What follows belongs to an exercise in optimizing a design on an open flow for small area and a short achievable clock period; a production flow would make more cautious choices. In this exercise RTL edits were held to simulation tests only and were not proved equivalent to the original.

==> v13: inputs <==
## Filter_IIR
module Filter_IIR(Output, Input, clk, reset);
  input clk;
  input reset;
  input [31:0] Input;
  output [31:0] Output;
  reg [22:0] s1_d1;
  reg [23:0] s1_dd;
  reg [23:0] s1_c;
  reg [22:0] s2_d1, s2_d2;
  reg [22:0] s3_d1, s3_d2;
  wire n0, n1;
  iir_ha un0 (.a(s2_d1[0]), .b(s2_d1[3]), .s(n0), .co(n1));
  wire n2, n3;
  iir_fa un2 (.a(s2_d1[1]), .b(s2_d1[4]), .c(n1), .s(n2), .co(n3));
  wire n4, n5;
  iir_fa un4 (.a(s2_d1[2]), .b(s2_d1[5]), .c(n3), .s(n4), .co(n5));
  wire n6, n7;
  iir_fa un6 (.a(s2_d1[3]), .b(s2_d1[6]), .c(n5), .s(n6), .co(n7));
  wire n8, n9;
  iir_fa un8 (.a(s2_d1[4]), .b(s2_d1[7]), .c(n7), .s(n8), .co(n9));
  wire n10, n11;
  iir_fa un10 (.a(s2_d1[5]), .b(s2_d1[8]), .c(n9), .s(n10), .co(n11));
  wire n12, n13;
  iir_fa un12 (.a(s2_d1[6]), .b(s2_d1[9]), .c(n11), .s(n12), .co(n13));
  wire n14, n15;
  iir_fa un14 (.a(s2_d1[7]), .b(s2_d1[10]), .c(n13), .s(n14), .co(n15));
  wire n16, n17;
  iir_fa un16 (.a(s2_d1[8]), .b(s2_d1[11]), .c(n15), .s(n16), .co(n17));
  wire n18, n19;
  iir_fa un18 (.a(s2_d1[9]), .b(s2_d1[12]), .c(n17), .s(n18), .co(n19));
  wire n20, n21;
  iir_fa un20 (.a(s2_d1[10]), .b(s2_d1[13]), .c(n19), .s(n20), .co(n21));
  wire n22, n23;
  iir_fa un22 (.a(s2_d1[11]), .b(s2_d1[14]), .c(n21), .s(n22), .co(n23));
  wire n24, n25;
  iir_fa un24 (.a(s2_d1[12]), .b(s2_d1[15]), .c(n23), .s(n24), .co(n25));
  wire n26, n27;
  iir_fa un26 (.a(s2_d1[13]), .b(s2_d1[16]), .c(n25), .s(n26), .co(n27));
  wire n28, n29;
  iir_fa un28 (.a(s2_d1[14]), .b(s2_d1[17]), .c(n27), .s(n28), .co(n29));
  wire n30, n31;
  iir_fa un30 (.a(s2_d1[15]), .b(s2_d1[18]), .c(n29), .s(n30), .co(n31));
  wire n32, n33;
  iir_fa un32 (.a(s2_d1[16]), .b(s2_d1[19]), .c(n31), .s(n32), .co(n33));
  wire n34, n35;
  iir_fa un34 (.a(s2_d1[17]), .b(s2_d1[20]), .c(n33), .s(n34), .co(n35));
  wire n36, n37;
  iir_fa un36 (.a(s2_d1[18]), .b(s2_d1[21]), .c(n35), .s(n36), .co(n37));
  wire n38 = ~n37;
  wire n39, n40;
  ...
Settings: LEC_CHECK=0, CAP_MARGIN=20, CORE_MARGIN=2, CORE_UTILIZATION=40, SLEW_MARGIN=20, SYNTH_HIERARCHICAL=1, SYNTH_MINIMUM_KEEP_SIZE=0; clock period 40.0 ns.
standard.sh (not shown) runs the stock make flow with config.mk's settings and CLKGATE_MAP_FILE= SYNTH_SCRIPT=/design/flow/synth_recipe.tcl, a recipe that flattens the netlist after the stock synthesis.
==> flow/flow/run.sh <==
#!/bin/bash
export BUFFER_PORTS_ARGS="-buffer_cell sky130_fd_sc_hd__buf_2"
bash standard.sh > standard.log 2>&1
==> v2: changes against v13 <==
--- a/flow/design.v
+++ b/flow/design.v
@@ -1805,19 +1805,19 @@
   wire n1793 = n1633 ^ n1759;
   wire n1794 = n1634 ^ n1760;
   wire n1795 = n1635 ^ n1761;
   wire n1796 = n1636 ^ n1762;
   wire n1797 = n1637 ^ n1763;
   wire n1798 = n1638 ^ n1764;
   wire n1799 = n1639 ^ n1765;
   wire n1800 = n1582 ^ n1797;
-  wire n1801 = ~n1582 & n1797;
+  wire n1801 = ~(n1582) & n1797;
   wire n1802 = n1583 ^ ~n1798 ^ n1801;
-  wire n1803 = (~n1583 & ~n1798) | (~(n1583 ^ ~n1798) & n1801);
+  wire n1803 = (~(n1583) & ~n1798) | (~(n1583 ^ ~n1798) & n1801);
   wire n1804 = ~n1584 ^ ~n1799 ^ n1803;
   wire n1805 = s1_dd[1] ^ n1562;
   wire n1806 = ~s1_dd[1] & n1562;
   wire n1807 = s1_dd[2] ^ n1563;
   wire n1808 = ~s1_dd[2] & n1563;
   wire n1809 = s1_dd[3] ^ n1564;
   wire n1810 = ~s1_dd[3] & n1564;
   wire n1811 = s1_dd[4] ^ n1565;
@@ -3564,19 +3564,19 @@
   wire n3552 = n3429 ^ n3523;
   wire n3553 = n3430 ^ n3524;
   wire n3554 = n3431 ^ n3525;
   wire n3555 = n3432 ^ n3526;
   wire n3556 = n3433 ^ n3527;
   wire n3557 = n3434 ^ n3528;
   wire n3558 = n3435 ^ n3529;
   wire n3559 = ~n3381 ^ 1'b0;
-  wire n3560 = ~~n3381 & 1'b0;
+  wire n3560 = ~(~n3381) & 1'b0;
   wire n3561 = ~n3382 ^ 1'b0 ^ n3560;
-  wire n3562 = (~~n3382 & 1'b0) | (~(~n3382 ^ 1'b0) & n3560);
+  wire n3562 = (~(~n3382) & 1'b0) | (~(~n3382 ^ 1'b0) & n3560);
   wire n3563 = ~n3383 ^ 1'b0 ^ n3562;
   wire n3564 = n1120 ^ n3361;
   wire n3565 = ~n1120 & n3361;
   wire n3566 = n1122 ^ n3362;
   wire n3567 = ~n1122 & n3362;
   wire n3568 = n1124 ^ n3363;
   wire n3569 = ~n1124 & n3363;
   wire n3570 = n1126 ^ n3364;
==> flow/config.mk (replaced) <==
export PLATFORM = sky130hd
export DESIGN_NAME = Filter_IIR
export DESIGN_NICKNAME = Filter_IIR
export VERILOG_FILES = /design/flow/design.v
export SDC_FILE = /design/flow/constraint.sdc
export NUM_CORES = 4
export LEC_CHECK = 0
export CAP_MARGIN = 20
export CORE_MARGIN = 2
export CORE_UTILIZATION = 40
export CTS_BUF_LIST = sky130_fd_sc_hd__clkbuf_8
export CTS_CLUSTER_SIZE = 30
export SLEW_MARGIN = 20
export SYNTH_HIERARCHICAL = 1
export SYNTH_MINIMUM_KEEP_SIZE = 0
==> v25: changes against v13 <==
==> flow/config.mk (replaced) <==
export PLATFORM = sky130hd
export DESIGN_NAME = Filter_IIR
export DESIGN_NICKNAME = Filter_IIR
export VERILOG_FILES = /design/flow/design.v
export SDC_FILE = /design/flow/constraint.sdc
export NUM_CORES = 4
export LEC_CHECK = 0
export CAP_MARGIN = 20
export CORE_MARGIN = 2
export CORE_UTILIZATION = 40
export CTS_BUF_LIST = sky130_fd_sc_hd__clkbuf_8
export CTS_CLUSTER_SIZE = 30
export SLEW_MARGIN = 20
export SYNTH_HIERARCHICAL = 1
export SYNTH_MINIMUM_KEEP_SIZE = 0
==> notes.md <==
* GRT met3 Usage at 0.02811
* Final period util at 0.6937
* M1 wire length at 27880 um
* Clock skew at 0.02224 ns
* Ant diodes at 1
* Met2 usage at 0.3099
* Status: complete, no violations
* Via count at 17080
* Worst Path Arrival at a little under 20 ns
* Fmax at 36.04 MHz
* GRT Total Usage at 0.1811
* WL met3 at ~1900 um
(the above is from v2)
==> notes.md <==
* GRT met3 Usage at 0.02811
* CP max FO at 9
* Fmax at 36.04 MHz
* Final period util at 0.6937
* Status: complete, no violations
* Bufs and invs on worst path at 6
* Worst Path Arrival at 19.75 ns
* Non-CTS inverters at 650
* Clock skew at 0.02224 ns
* WL met3 at 1934 um
* M1 wire length at 27880 um
* GRT Total Usage at 0.1811
* Via count at 17080
* Met2 WL at 32580 um
* Ant diodes at 1
* CP endpoint: Output[24]
* Met2 usage at 0.3099
(the above is from v25)
==> notes.md <==
* Most used routing layer: met2
* Bufs and invs on worst path at 6
* GRT met3 Usage at 0.02904
* Status: complete, no violations
* Vias per cell at 4.848
* Worst Path Arrival at 19.72 ns
* Clock Latency Late Sink at 0.50 ns
* Final period util at 0.6931
* Via count at 17110
* M1 wire length at ~28000 um
* Met2 usage at 0.3088
(the above is from v13)

==> afterwards: timing with drivers on the ports <==
No port has a modelled driver above. Below, the same layouts with a new extraction and two added sets of constraints. Step 1 (the two cells are an assumption about what drives the block):
set clk [get_ports {clk}]
set_driving_cell -lib_cell sky130_fd_sc_hd__clkbuf_16 $clk
set_driving_cell -lib_cell sky130_fd_sc_hd__buf_2 [delete_from_list [all_inputs] $clk]
Step 2 adds t to the input delays and takes it off the output delays; t is the mean of the earliest and latest rising clock arrival at the registers after step 1. Input paths then give back, and output paths get back, about the clock's delay inside the block. Slacks: ideal ports / drivers / drivers and shift; pairs: ideal ports / drivers.
| run | t (ns) | setup WS [ns] | worst setup path after step 2 | slew at the worst register clock pin (ns) |
|---|---|---|---|---|
| v13 | 0.555 | 12.277 / 12.248 / 12.248 | input to output | 0.08 / 0.08 |
| v2 | 0.633 | 12.251 / 12.222 / 12.222 | input to output | 0.12 / 0.12 |
| v25 | 0.633 | 12.251 / 12.222 / 12.222 | input to output | 0.12 / 0.12 |
After both steps every run listed still meets setup and hold.
